Source: an optimization exercise on an open RTL-to-GDS flow (aim: small area). Production flows keep margins and buffers that such runs may drop.
Where RTL was checked, it was by simulation tests only, not by an equivalence proof against the original.
The flow treats the clock pin as an ideal source. Dropping or thinning the clock tree relies on that and would not hold on a real chip.
Power is estimated from default activity; no workload was simulated.

==> module clock_divider, before the edit <==
module clock_divider(
    input clk,
    input por,
    input rst,
    output reg clk_2hz,
    output reg clk_1hz,
    output fast_step,
    output reg clk_blink
);
    localparam [8:0] MASK = 9'b010101010;
    wire clr = por | rst;
    reg [2:0] fast_x;
    wire [2:0] fast = fast_x ^ 3'b010;
    assign fast_step = fast[2] & fast[0];
    reg [7:0] x_2hz;
    reg [8:0] x_1hz, x_blink;
    wire [7:0] s_2hz = x_2hz ^ MASK[7:0];
    wire [8:0] s_1hz = x_1hz ^ MASK;
    wire [8:0] s_blink = x_blink ^ MASK;
    wire end_2hz = {s_2hz[7:4], s_2hz[2:0]} == 7'b1111000;
    wire end_1hz = s_1hz == 9'b010000111;
    wire end_blink = {s_blink[8], s_blink[6:3], s_blink[1:0]} == 7'b1111111;
    function [8:0] step;
        input [8:0] s;
        step = {s[7:0], s[8] ~^ s[3]};
    endfunction
    wire [7:0] n_2hz = (clr | end_2hz) ? 8'd0 : {s_2hz[6:0], s_2hz[7] ^ ~(s_2hz[0] & s_2hz[4])};
    wire [8:0] n_1hz = (clr | end_1hz) ? 9'd0 : step(s_1hz);
    wire [8:0] n_blink = (clr | end_blink) ? 9'd0 : step(s_blink);
    wire [2:0] n_fast = clr ? 3'b000 : {fast[1:0], ~fast[2]};
    always @(posedge clk) begin
        x_2hz <= n_2hz ^ MASK[7:0];
        x_1hz <= n_1hz ^ MASK;
        x_blink <= n_blink ^ MASK;
        fast_x <= n_fast ^ 3'b010;
        if (clr) begin
            clk_2hz <= 0;
            clk_1hz <= 0;
            clk_blink <= 0;
        end else begin
            clk_2hz <= clk_2hz ^ end_2hz;
            clk_1hz <= clk_1hz ^ end_1hz;
            clk_blink <= clk_blink ^ end_blink;
        end
    end
endmodule
==> module debouncer, before the edit <==
module debouncer(
   input clk,
   input por,
   input signal_i,
   output signal_f
);
   localparam [3:0] MASK = 4'b1101;
   localparam TP = 1'b0;
   localparam CP = 1'b1;
   reg [3:0] counter_x;
   reg temp_x;
   reg cur_x;
   wire [3:0] counter = counter_x ^ MASK;
   wire temp_signal = temp_x ^ TP;
   wire cur_signal = cur_x ^ CP;
   wire diff = (cur_signal ^ temp_signal) & ~por;
   wire last = counter == 4'b1000;
   wire feedback = counter[3] ~^ (counter[2] & counter[1] & ~counter[0]);
   wire [3:0] counter_n = diff ? {counter[2:0], feedback} : 4'd0;
   wire cur_n = por ? 1'b0 : (diff & last) ? temp_signal : cur_signal;
   always @(posedge clk) begin
       temp_x <= (signal_i & ~por) ^ TP;
       counter_x <= counter_n ^ MASK;
       cur_x <= cur_n ^ CP;
   end
   assign signal_f = cur_signal;
endmodule
==> module counter, before the edit <==
module counter(
	input clk,
	input por,
	input clk_1hz,
	input clk_2hz,
	input sel,
	input adj,
	input rst,
	input pause,
	output reg [2:0] minutes_tens,
	output reg [3:0] minutes_ones,
	output reg [2:0] seconds_tens,
	output reg [3:0] seconds_ones
);
	reg is_paused;
	reg pause_q;
	reg which_clk_q;
	wire which_clk;
	sel_adj adjust(.adj(adj), .clk_1hz(clk_1hz), .clk_2hz(clk_2hz), .which_clk(which_clk));
	wire step = which_clk & ~which_clk_q & ~is_paused;
	always @(posedge clk) begin
		if (por) begin
			which_clk_q <= 1'b0;
			pause_q <= 1'b0;
			is_paused <= 1'b0;
		end else begin
			which_clk_q <= which_clk;
			pause_q <= pause;
			is_paused <= is_paused ^ (pause & ~pause_q);
		end
	end
	wire so_end = seconds_ones[3] & seconds_ones[0];
	wire st_end = seconds_tens[2] & seconds_tens[0];
	wire mo_end = minutes_ones[3] & minutes_ones[0];
	wire e_so = step & (~adj | sel);
	wire e_st = e_so & so_end;
	wire e_mo = step & (adj ? ~sel : (so_end & st_end));
	wire e_mt = e_mo & mo_end;
	function [3:0] ones_flip;
		input [3:0] q;
		ones_flip = {q[0] & (q[3] | (q[2] & q[1])), q[0] & q[1], q[0] & ~q[3], 1'b1};
	endfunction
	function [2:0] tens_flip;
		input [2:0] q;
		tens_flip = {q[0] & (q[2] | q[1]), q[0] & ~q[2], 1'b1};
	endfunction
	wire clr = por | rst;
	always @(posedge clk) begin
		seconds_ones <= {4{~clr}} & (seconds_ones ^ ({4{e_so}} & ones_flip(seconds_ones)));
		seconds_tens <= {3{~clr}} & (seconds_tens ^ ({3{e_st}} & tens_flip(seconds_tens)));
		minutes_ones <= {4{~clr}} & (minutes_ones ^ ({4{e_mo}} & ones_flip(minutes_ones)));
		minutes_tens <= {3{~clr}} & (minutes_tens ^ ({3{e_mt}} & tens_flip(minutes_tens)));
	end
endmodule
clock: 10.0 ns
lec_check: 0
cap_margin: 20
core_margin: 2
core_utilization: 70
slew_margin: 20
standard.sh (not shown) runs the stock make flow with config.mk's settings and CLKGATE_MAP_FILE= SYNTH_SCRIPT=/design/flow/synth_recipe.tcl, a recipe that flattens the netlist after the stock synthesis.
==> flow/flow/run.sh <==
#!/bin/bash
set -euo pipefail
W=$(pwd)
F=$W/flow

{
  head -n 1 synth_recipe.tcl
  cat "$F/multi_abc.tcl"
  tail -n +2 synth_recipe.tcl
} > "$W/own_synth.tcl"
export OWN_ABC_DIR="$F/abc"

ARGS=(
  "SYNTH_SCRIPT=$W/own_synth.tcl"
  "ADDER_MAP_FILE="
  "BUFFER_PORTS_ARGS=-buffer_cell sky130_fd_sc_hd__buf_1"
  "PRE_CTS_TCL=$F/cts_own.tcl"
)

bash "$W/standard.sh" "${ARGS[@]}" synth > "$W/log_synth.txt" 2>&1
bash "$W/standard.sh" "${ARGS[@]}" finish > "$W/log_layout.txt" 2>&1
Other scripts of this flow, unchanged in this note and not shown: flow/flow/abc/a.script, flow/flow/abc/b.script, flow/flow/abc/d.script, flow/flow/abc/ds10_0.script, flow/flow/abc/ds10_1.script, flow/flow/abc/ds10_2.script, flow/flow/abc/ds10_3.script, flow/flow/abc/ds10_4.script, flow/flow/abc/ds10_5.script, flow/flow/abc/ds10_6.script, flow/flow/abc/ds10_7.script, flow/flow/abc/e.script, flow/flow/abc/x10.script, flow/flow/abc/x13.script, flow/flow/abc/x14.script, flow/flow/abc/x17.script, flow/flow/abc/x19.script, flow/flow/abc/x8.script, flow/flow/cts_own.tcl, flow/flow/multi_abc.tcl
Rerun with:
--- a/flow/design.v
+++ b/flow/design.v
@@ -26,17 +26,18 @@
     reg [8:0] x_1hz, x_blink;
     wire [7:0] s_2hz = x_2hz ^ MASK[7:0];
     wire [8:0] s_1hz = x_1hz ^ MASK;
     wire [8:0] s_blink = x_blink ^ MASK;
+    localparam [8:0] ONE_HZ_START = 9'b011101110;
     wire end_2hz = {s_2hz[7:4], s_2hz[2:0]} == 7'b1111000;
-    wire end_1hz = s_1hz == 9'b010000111;
+    wire end_1hz = {s_1hz[8:7], s_1hz[5:3], s_1hz[1:0]} == 7'b1111111;
     wire end_blink = {s_blink[8], s_blink[6:3], s_blink[1:0]} == 7'b1111111;
     function [8:0] step;
         input [8:0] s;
         step = {s[7:0], s[8] ~^ s[3]};
     endfunction
     wire [7:0] n_2hz = (clr | end_2hz) ? 8'd0 : {s_2hz[6:0], s_2hz[7] ^ ~(s_2hz[0] & s_2hz[4])};
-    wire [8:0] n_1hz = (clr | end_1hz) ? 9'd0 : step(s_1hz);
+    wire [8:0] n_1hz = (clr | end_1hz) ? ONE_HZ_START : step(s_1hz);
     wire [8:0] n_blink = (clr | end_blink) ? 9'd0 : step(s_blink);
     wire [2:0] n_fast = clr ? 3'b000 : {fast[1:0], ~fast[2]};
     always @(posedge clk) begin
         x_2hz <= n_2hz ^ MASK[7:0];
@@ -69,9 +70,9 @@
    reg cur_x;
    wire [3:0] counter = counter_x ^ MASK;
    wire temp_signal = temp_x ^ TP;
    wire cur_signal = cur_x ^ CP;
-   wire diff = (cur_signal ^ temp_signal) & ~por;
+   wire diff = cur_signal ^ temp_signal;
    wire last = counter == 4'b1000;
    wire feedback = counter[3] ~^ (counter[2] & counter[1] & ~counter[0]);
    wire [3:0] counter_n = diff ? {counter[2:0], feedback} : 4'd0;
    wire cur_n = por ? 1'b0 : (diff & last) ? temp_signal : cur_signal;
@@ -103,17 +104,14 @@
 	wire which_clk;
 	sel_adj adjust(.adj(adj), .clk_1hz(clk_1hz), .clk_2hz(clk_2hz), .which_clk(which_clk));
 	wire step = which_clk & ~which_clk_q & ~is_paused;
 	always @(posedge clk) begin
-		if (por) begin
-			which_clk_q <= 1'b0;
-			pause_q <= 1'b0;
+		which_clk_q <= which_clk;
+		pause_q <= pause;
+		if (por)
 			is_paused <= 1'b0;
-		end else begin
-			which_clk_q <= which_clk;
-			pause_q <= pause;
+		else
 			is_paused <= is_paused ^ (pause & ~pause_q);
-		end
 	end
 	wire so_end = seconds_ones[3] & seconds_ones[0];
 	wire st_end = seconds_tens[2] & seconds_tens[0];
 	wire mo_end = minutes_ones[3] & minutes_ones[0];
Clock power hardly moves. Final area shrinks by 0.52%. Worst setup slack is better by 260 ps. Die area shrinks by 0.53%. Wire length shrinks by 3.6%. Synthesized area shrinks by 0.56%. Fmax grows by 7.0%. Combinational power grows by about 9%. First-iteration DRC count shrinks by 32%. Global-route usage shrinks by 1.0 points. Via count grows by 1.8%. Sequential power stays flat. Total power grows by 0.78%. Cell count grows by 0.55%.
No run of this note takes its clock network from TritonCTS; it comes from the design's own scripts or RTL.


== the reference run ==
stopwatch, a different RTL version from the one above (not shown whole).
Size: ~320 cells after synthesis, roughly 0.0027 mm2 of cells after synthesis.
==> module create_display, before the edit <==
module create_display(
    input clk,
    input por,
    input fast_step,
    input clk_blink,
    input sel,
    input adj,
    input [2:0] minutes_tens,
    input [3:0] minutes_ones,
    input [2:0] seconds_tens,
    input [3:0] seconds_ones,
    output [6:0] cathode,
    output [3:0] anode
);
	reg [1:0] switch;
	reg started;
	reg [3:0] digit;
	reg [3:0] cur;
	always @* begin
		case (switch)
			2'd0: cur = {1'b0, minutes_tens};
			2'd1: cur = minutes_ones;
			2'd2: cur = {1'b0, seconds_tens};
			default: cur = seconds_ones;
		endcase
	end
	wire blank = adj & ~clk_blink & (switch[1] ~^ sel);
	always @(posedge clk) begin
		if (por) begin
			switch <= 2'd0;
			started <= 1'b0;
			digit <= 4'hf;
		end else if (fast_step) begin
			switch <= switch + 1'b1;
			started <= 1'b1;
			digit <= blank ? 4'hf : cur;
		end
	end
	get_cathode decode(.display_state(digit), .cathode(cathode));
	assign anode = ~started ? 4'b1111 :
	               switch == 2'd1 ? 4'b0111 :
	               switch == 2'd2 ? 4'b1011 :
	               switch == 2'd3 ? 4'b1101 : 4'b1110;
endmodule
export LEC_CHECK = 0
export CAP_MARGIN = 20
export CORE_MARGIN = 2
export CORE_UTILIZATION = 70
export SLEW_MARGIN = 20
create_clock -name core_clock -period 10.0 [get_ports {clk}]
Scripts as last shown in full above: flow/flow/run.sh
Other scripts of this flow, unchanged in this note and not shown: flow/flow/abc/a.script, flow/flow/abc/b.script, flow/flow/abc/c.script, flow/flow/abc/d.script, flow/flow/abc/e.script, flow/flow/abc/f.script, flow/flow/cts_own.tcl, flow/flow/multi_abc.tcl
> inputs changed (the reference run -> the trial run)
--- a/flow/design.v
+++ b/flow/design.v
@@ -172,7 +172,7 @@
 	always @* begin
 		case (switch)
-			2'd0: cur = {1'b0, minutes_tens};
-			2'd1: cur = minutes_ones;
-			2'd2: cur = {1'b0, seconds_tens};
+			2'b00: cur = {1'b0, minutes_tens};
+			2'b01: cur = minutes_ones;
+			2'b11: cur = {1'b0, seconds_tens};
 			default: cur = seconds_ones;
 		endcase
@@ -185,5 +185,5 @@
 			digit <= 4'hf;
 		end else if (fast_step) begin
-			switch <= switch + 1'b1;
+			switch <= {switch[0], ~switch[1]};
 			started <= 1'b1;
 			digit <= blank ? 4'hf : cur;
@@ -192,7 +192,7 @@
 	get_cathode decode(.display_state(digit), .cathode(cathode));
 	assign anode = ~started ? 4'b1111 :
-	               switch == 2'd1 ? 4'b0111 :
-	               switch == 2'd2 ? 4'b1011 :
-	               switch == 2'd3 ? 4'b1101 : 4'b1110;
+	               switch == 2'b01 ? 4'b0111 :
+	               switch == 2'b11 ? 4'b1011 :
+	               switch == 2'b10 ? 4'b1101 : 4'b1110;
 endmodule
 `timescale 1ns / 1ps
## What came out
- Final standard cell area without fillers: the reference run and the trial run compared, lower one is the trial run
- In the tables for the reference run and the trial run, core utilization reads lower with the trial run.
- Re setup slack: the reference run and the trial run aren't equal, and the lower value belongs to the trial run.
- Summary — die area, the trial run relative to the reference run: lower, by 0.42%.
- The growth of design area from synthesis to finish was comparable across the reference run and the trial run.
- Maximum resistive drop on vdd down 35 uV in the trial run wrt the reference run
- The trial run completed every stage of the flow, and the final layout passed the timing, DRC and antenna checks.
The RTL of the reference run was laid out without a check of its function. No run of this note takes its clock network from TritonCTS; it comes from the design's own scripts or RTL.

-- afterwards: timing with drivers on the ports --
In the flow no input, the clock included, has a driving cell. The finished layouts below were timed again as built, in two steps.
Step 1 (the two cells are an assumption about what drives the block):
set clk [get_ports {clk}]
set_driving_cell -lib_cell sky130_fd_sc_hd__clkbuf_16 $clk
set_driving_cell -lib_cell sky130_fd_sc_hd__buf_2 [delete_from_list [all_inputs] $clk]
Step 2 times the ports against the registers' clock, not the clock port: input delays grow and output delays shrink by t, the midpoint of the rising clock arrivals with the driver on.
Three values: ideal, step 1, step 2; two values: the first two.
| run | shift t [ns] | slack for setup (ns) | worst slew at a driven data input, ns |
|---|---|---|---|
| the first run of note 1 | 0.194 | 6.102 / 6.142 / 5.948 | 0.03 |
| the second run of note 1 | 0.196 | 6.358 / 6.401 / 6.206 | 0.03 |
| the reference run | 0.192 | 6.359 / 6.402 / 6.210 | 0.03 |
| the trial run | 0.193 | 6.306 / 6.341 / 6.148 | 0.03 |
After both steps every run listed still meets setup and hold. The setup slack of the trial run, which loses most, moves by +0.035 ns with the drivers and by -0.158 ns with both steps.
